What follows belongs to an exercise in optimizing a design on an open flow for small area; a production flow would make more cautious choices. At most, simulation tests tie the RTL to the original design; equivalence was not proved. The clock port is modelled as an ideal driver; clocking choices that lean on that would not hold on a real chip. Power figures rest on the tool's default switching activity, not on a simulated workload.

// lab5
module lab5 (input clk, SWO, input [15:0] IR_in, output logic [3:0] OPCODE, output logic [7:0] PC, alu_out, W_REG);
export LEC_CHECK = 0
export ABC_AREA = 1
export CAP_MARGIN = 20
export CORE_MARGIN = 2
export CORE_UTILIZATION = 40
export SLEW_MARGIN = 20
create_clock -name core_clock -period 17.0 [get_ports {clk}]
standard.sh (not shown) runs the stock make flow with config.mk's settings and CLKGATE_MAP_FILE= SYNTH_SCRIPT=/design/flow/synth_recipe.tcl, a recipe that flattens the netlist after the stock synthesis.
==> flow/flow/run.sh <==
#!/bin/bash
# Own layout flow: the standard flow (standard.sh) with three changes.
#  - Synthesis maps the logic with an area-oriented ABC script (flow/abc_area.script)
#    and without Yosys's full-adder extraction; registers are mapped exactly as in the
#    standard synthesis (same script, same dfflibmap step).
#  - Port buffers use the smallest buffer cell.
#  - Clock tree synthesis uses small clock buffers and no dummy loads.
# Each make call's full output goes to a log file in the work folder.
set -euo pipefail
W=$PWD
rm -rf "$W/scripts_area"
cp -r "$FLOW_HOME/scripts" "$W/scripts_area"
cp "$W/flow/abc_area.script" "$W/scripts_area/abc_area.script"
KNOBS=(SCRIPTS_DIR="$W/scripts_area" ADDER_MAP_FILE= ABC_AREA=1
  BUFFER_PORTS_ARGS="-buffer_cell sky130_fd_sc_hd__buf_1"
  CTS_ARGS="-sink_clustering_enable -repair_clock_nets -dont_use_dummy_load -buf_list sky130_fd_sc_hd__clkbuf_8 -sink_clustering_size 24 -sink_clustering_max_diameter 100")
bash standard.sh "${KNOBS[@]}" synth > "$W/log_synth.txt" 2>&1
bash standard.sh "${KNOBS[@]}" finish > "$W/log_layout.txt" 2>&1
==> flow/flow/abc_area.script <==
strash
&get -n
&dch
&nf -R 1000
&put
topo
The baseline passed the timing, DRC and antenna checks.
Next try:
--- a/flow/flow/run.sh
+++ b/flow/flow/run.sh
@@ -15,3 +15,3 @@
   BUFFER_PORTS_ARGS="-buffer_cell sky130_fd_sc_hd__buf_1"
-  CTS_ARGS="-sink_clustering_enable -repair_clock_nets -dont_use_dummy_load -buf_list sky130_fd_sc_hd__clkbuf_8 -sink_clustering_size 24 -sink_clustering_max_diameter 100")
+  CTS_ARGS="-sink_clustering_enable -repair_clock_nets -dont_use_dummy_load -buf_list sky130_fd_sc_hd__clkbuf_8")
 bash standard.sh "${KNOBS[@]}" synth > "$W/log_synth.txt" 2>&1
Result: Clock skew stays the same. Via count does not change. Routed wire length does not change. Worst hold slack does not change. Core utilization stays the same. Sequential cell count does not change. Global-route usage is unchanged.
Function was not checked in any run of this note: the RTL went through the layout flow alone.


lab5, a different RTL version from the one above (not shown whole).
Size in the first run: about 950 cells after synthesis, about 160 flip-flops, about 46 I/O pins.
## lab5
module lab5 (input clk, SWO, input [15:0] IR_in, output logic [3:0] OPCODE, output logic [7:0] PC, alu_out, W_REG);
clock: 17.0 ns
lec_check: 0
abc_area: 1
cap_margin: 20
core_margin: 2
core_utilization: 60
gpl_timing_driven: 0
slew_margin: 20
==> flow/flow/run.sh <==
#!/bin/bash
# Own layout flow: the standard flow (standard.sh) with three changes.
#  - Synthesis maps the logic with an area-oriented ABC script (flow/abc_area.script)
#    and without Yosys's full-adder extraction; registers are mapped exactly as in the
#    standard synthesis (same script, same dfflibmap step).
#  - Port buffers use the smallest buffer cell.
#  - Clock tree synthesis uses small clock buffers and no dummy loads.
# Each make call's full output goes to a log file in the work folder.
set -euo pipefail
W=$PWD
rm -rf "$W/scripts_area"
cp -r "$FLOW_HOME/scripts" "$W/scripts_area"
cp "$W/flow/abc_area.script" "$W/scripts_area/abc_area.script"
KNOBS=(SCRIPTS_DIR="$W/scripts_area" ADDER_MAP_FILE= ABC_AREA=1
  BUFFER_PORTS_ARGS="-buffer_cell sky130_fd_sc_hd__buf_1"
  CTS_ARGS="-sink_clustering_enable -repair_clock_nets -dont_use_dummy_load -buf_list sky130_fd_sc_hd__clkbuf_8")
bash standard.sh "${KNOBS[@]}" synth > "$W/log_synth.txt" 2>&1
bash standard.sh "${KNOBS[@]}" finish > "$W/log_layout.txt" 2>&1
Scripts as last shown in full above: flow/flow/abc_area.script
Change:
==> flow/run.sh (new file) <==
#!/bin/bash
# synth_recipe.tcl (not shown) runs the flow's synth.tcl, then flattens the netlist and writes it again
# the make line also repeats each setting of config.mk as NAME=value (left out here)
make -C /OpenROAD-flow-scripts/flow DESIGN_CONFIG=/design/flow/config.mk WORK_HOME=/design/flow/orfs CLKGATE_MAP_FILE= SYNTH_SCRIPT=/design/flow/synth_recipe.tcl finish
CORE_UTILIZATION = 40   (was 60)
CTS_BUF_LIST = sky130_fd_sc_hd__clkbuf_8   (was unset)
GPL_TIMING_DRIVEN = unset   (was 0)
removed: flow/flow/run.sh
removed: flow/flow/abc_area.script
removed: flow/standard.sh
Result:
- total power went up by 26%
- design area increases by 13%
- critical path depth goes up by 23
- area after synthesis rose by about 10%


Another version of the RTL of lab5 (not shown whole).
For scale: about 850 cells after synthesis, roughly 170 flip-flops, about 8200 sq um of cells after synthesis.
==> flow/design.v (excerpt) <==
module lab5 (input clk, SWO, input [15:0] IR_in, output logic [3:0] OPCODE, output logic [7:0] PC, alu_out, W_REG);
==> flow/config.mk <==
export PLATFORM = sky130hd
export DESIGN_NAME = lab5
export DESIGN_NICKNAME = lab5
export VERILOG_FILES = /design/flow/design.v
export SDC_FILE = /design/flow/constraint.sdc
export NUM_CORES = 4
export LEC_CHECK = 0
export ABC_AREA = 1
export CAP_MARGIN = 20
export CELL_PAD_IN_SITES_DETAIL_PLACEMENT = 1
export CELL_PAD_IN_SITES_GLOBAL_PLACEMENT = 1
export CORE_MARGIN = 2
export CORE_UTILIZATION = 35
export SLEW_MARGIN = 20
==> flow/constraint.sdc <==
create_clock -name core_clock -period 17.0 [get_ports {clk}]
set_input_delay 3.4000 -clock core_clock [delete_from_list [all_inputs] [get_ports {clk}]]
set_output_delay 3.4000 -clock core_clock [all_outputs]
set_load 0.01 [all_outputs]
==> flow/flow/run.sh <==
#!/bin/bash
# Own layout flow: the standard flow (standard.sh) with three changes.
#  - Synthesis maps the logic with an area-oriented ABC script (flow/abc_area.script)
#    and extracts only full adders (half adders are left to ABC: the half-adder cells
#    are added to the don't-use list); registers are mapped exactly as in the
#    standard synthesis (same script, same dfflibmap step).
#  - Port buffers use the smallest buffer cell.
#  - Clock tree synthesis uses small clock buffers and no dummy loads.
# Each make call's full output goes to a log file in the work folder.
set -euo pipefail
W=$PWD
rm -rf "$W/scripts_area"
cp -r "$FLOW_HOME/scripts" "$W/scripts_area"
cp "$W/flow/abc_area.script" "$W/scripts_area/abc_area.script"
DONT_USE=$(printf 'include %s\nprint:\n\t@echo $(DONT_USE_CELLS)\n' "$FLOW_HOME/platforms/sky130hd/config.mk" | make -s -f - print)
KNOBS=(SCRIPTS_DIR="$W/scripts_area" ABC_AREA=1
  DONT_USE_CELLS="$DONT_USE sky130_fd_sc_hd__ha_1 sky130_fd_sc_hd__ha_2 sky130_fd_sc_hd__ha_4"
  BUFFER_PORTS_ARGS="-buffer_cell sky130_fd_sc_hd__buf_1"
  CTS_ARGS="-sink_clustering_enable -repair_clock_nets -dont_use_dummy_load -buf_list sky130_fd_sc_hd__clkbuf_8")
bash standard.sh "${KNOBS[@]}" synth > "$W/log_synth.txt" 2>&1
bash standard.sh "${KNOBS[@]}" finish > "$W/log_layout.txt" 2>&1
==> flow/flow/abc_area.script <==
strash
dch -f
&get -n
&dch -f
&nf -R 1000
&put
strash
dch -f
&get -n
&dch -f
&nf -R 1000
&put
topo
==> next run, changes <==
==> flow/flow/run.sh (replaced) <==
#!/bin/bash
set -euo pipefail
W=$PWD
rm -rf "$W/scripts_area"
cp -r "$FLOW_HOME/scripts" "$W/scripts_area"
cp "$W/flow/abc_area.script" "$W/scripts_area/abc_area.script"
python3 - "$W/scripts_area/cts.tcl" "$W/flow/fixslew.tcl" <<'PYEOF'
import sys
path, fix = sys.argv[1], sys.argv[2]
s = open(path).read()
anchor = "log_cmd clock_tree_synthesis {*}$cts_args\n"
assert s.count(anchor) == 1
s = s.replace(anchor, anchor + "set_propagated_clock [all_clocks]\nestimate_parasitics -placement\nsource {%s}\nfix_clock_slew 0.105 sky130_fd_sc_hd__clkbuf_8\n" % fix)
open(path, "w").write(s)
PYEOF
DONT_USE=$(printf 'include %s\nprint:\n\t@echo $(DONT_USE_CELLS)\n' "$FLOW_HOME/platforms/sky130hd/config.mk" | make -s -f - print)
KNOBS=(SCRIPTS_DIR="$W/scripts_area" ABC_AREA=1
  DONT_USE_CELLS="$DONT_USE sky130_fd_sc_hd__ha_1 sky130_fd_sc_hd__ha_2 sky130_fd_sc_hd__ha_4"
  BUFFER_PORTS_ARGS="-buffer_cell sky130_fd_sc_hd__buf_1"
  CTS_ARGS="-sink_clustering_enable -repair_clock_nets -dont_use_dummy_load -buf_list sky130_fd_sc_hd__clkbuf_4")
bash standard.sh "${KNOBS[@]}" synth > "$W/log_synth.txt" 2>&1
bash standard.sh "${KNOBS[@]}" finish > "$W/log_layout.txt" 2>&1
==> flow/flow/fixslew.tcl (new file) <==
# Upsize clock buffers whose flip-flop sinks see a clock slew above a limit.
proc fix_clock_slew { limit bigcell } {
  set block [ord::get_db_block]
  set big [[ord::get_db] findMaster $bigcell]
  set changed 0
  foreach inst [$block getInsts] {
    set m [[$inst getMaster] getName]
    if {![string match "*clkbuf*" $m]} { continue }
    set out [$inst findITerm X]
    set net [$out getNet]
    if {$net == "NULL"} { continue }
    set worst 0
    foreach it [$net getITerms] {
      if {[$it isOutputSignal]} { continue }
      set pin [get_pins -of_objects [get_cells [[$it getInst] getName]] -filter "name == [[$it getMTerm] getName]"]
      set s [get_property $pin slew_max]
      if {$s > $worst} { set worst $s }
    }
    if {$worst > $limit} {
      $inst swapMaster $big
      incr changed
    }
  }
  puts "fix_clock_slew: upsized $changed clock buffers"
  return $changed
}
--- a/flow/config.mk
+++ b/flow/config.mk
@@ -12,3 +12,3 @@
 export CORE_MARGIN = 2
-export CORE_UTILIZATION = 35
+export CORE_UTILIZATION = 55
 export SLEW_MARGIN = 20
Effect:
- critical path depth came out lower by 2
- first-iteration DRC count rises by 33%
- clock power went down by 13%
- sequential share of layout area climbs by 1.3 points
- count of clock-buffer cells in the layout is unchanged
- non-clock buffer count shrinks by 9
- final cell count goes down by 11%

afterwards: timing with drivers on the ports:
How much do the figures lean on ideal ports? The routed layouts below were timed once more, with nothing changed but the port constraints. Step 1 (the two cells are an assumption about what drives the block):
set clk [get_ports {clk}]
set_driving_cell -lib_cell sky130_fd_sc_hd__clkbuf_16 $clk
set_driving_cell -lib_cell sky130_fd_sc_hd__buf_2 [delete_from_list [all_inputs] $clk]
Step 2 adds t to the input delays and takes it off the output delays; t is the mean of the earliest and latest rising clock arrival at the registers after step 1. Input paths then give back, and output paths get back, about the clock's delay inside the block. a / b / c = ideal ports / drivers / drivers and shift; a / b = the first two.
run	shift t [ns]	setup slack, ns	worst register clock-pin slew, ns
the first run of note 1	0.487	0.615 / 0.576 / 1.063	0.10 / 0.10
the second run of note 1	0.487	0.615 / 0.576 / 1.063	0.10 / 0.10
the first run of note 2	0.501	0.383 / 0.341 / 0.842	0.09 / 0.09
the second run of note 2	0.522	0.823 / 0.780 / 1.302	0.10 / 0.10
the first run of note 3	0.496	0.858 / 0.830 / 0.830	0.10 / 0.10
the second run of note 3	0.490	1.115 / 1.078 / 1.086	0.11 / 0.11
After both steps every run listed still meets setup and hold. The setup slack of the second run of note 3, which loses most, moves by -0.037 ns with the drivers and by -0.029 ns with both steps.
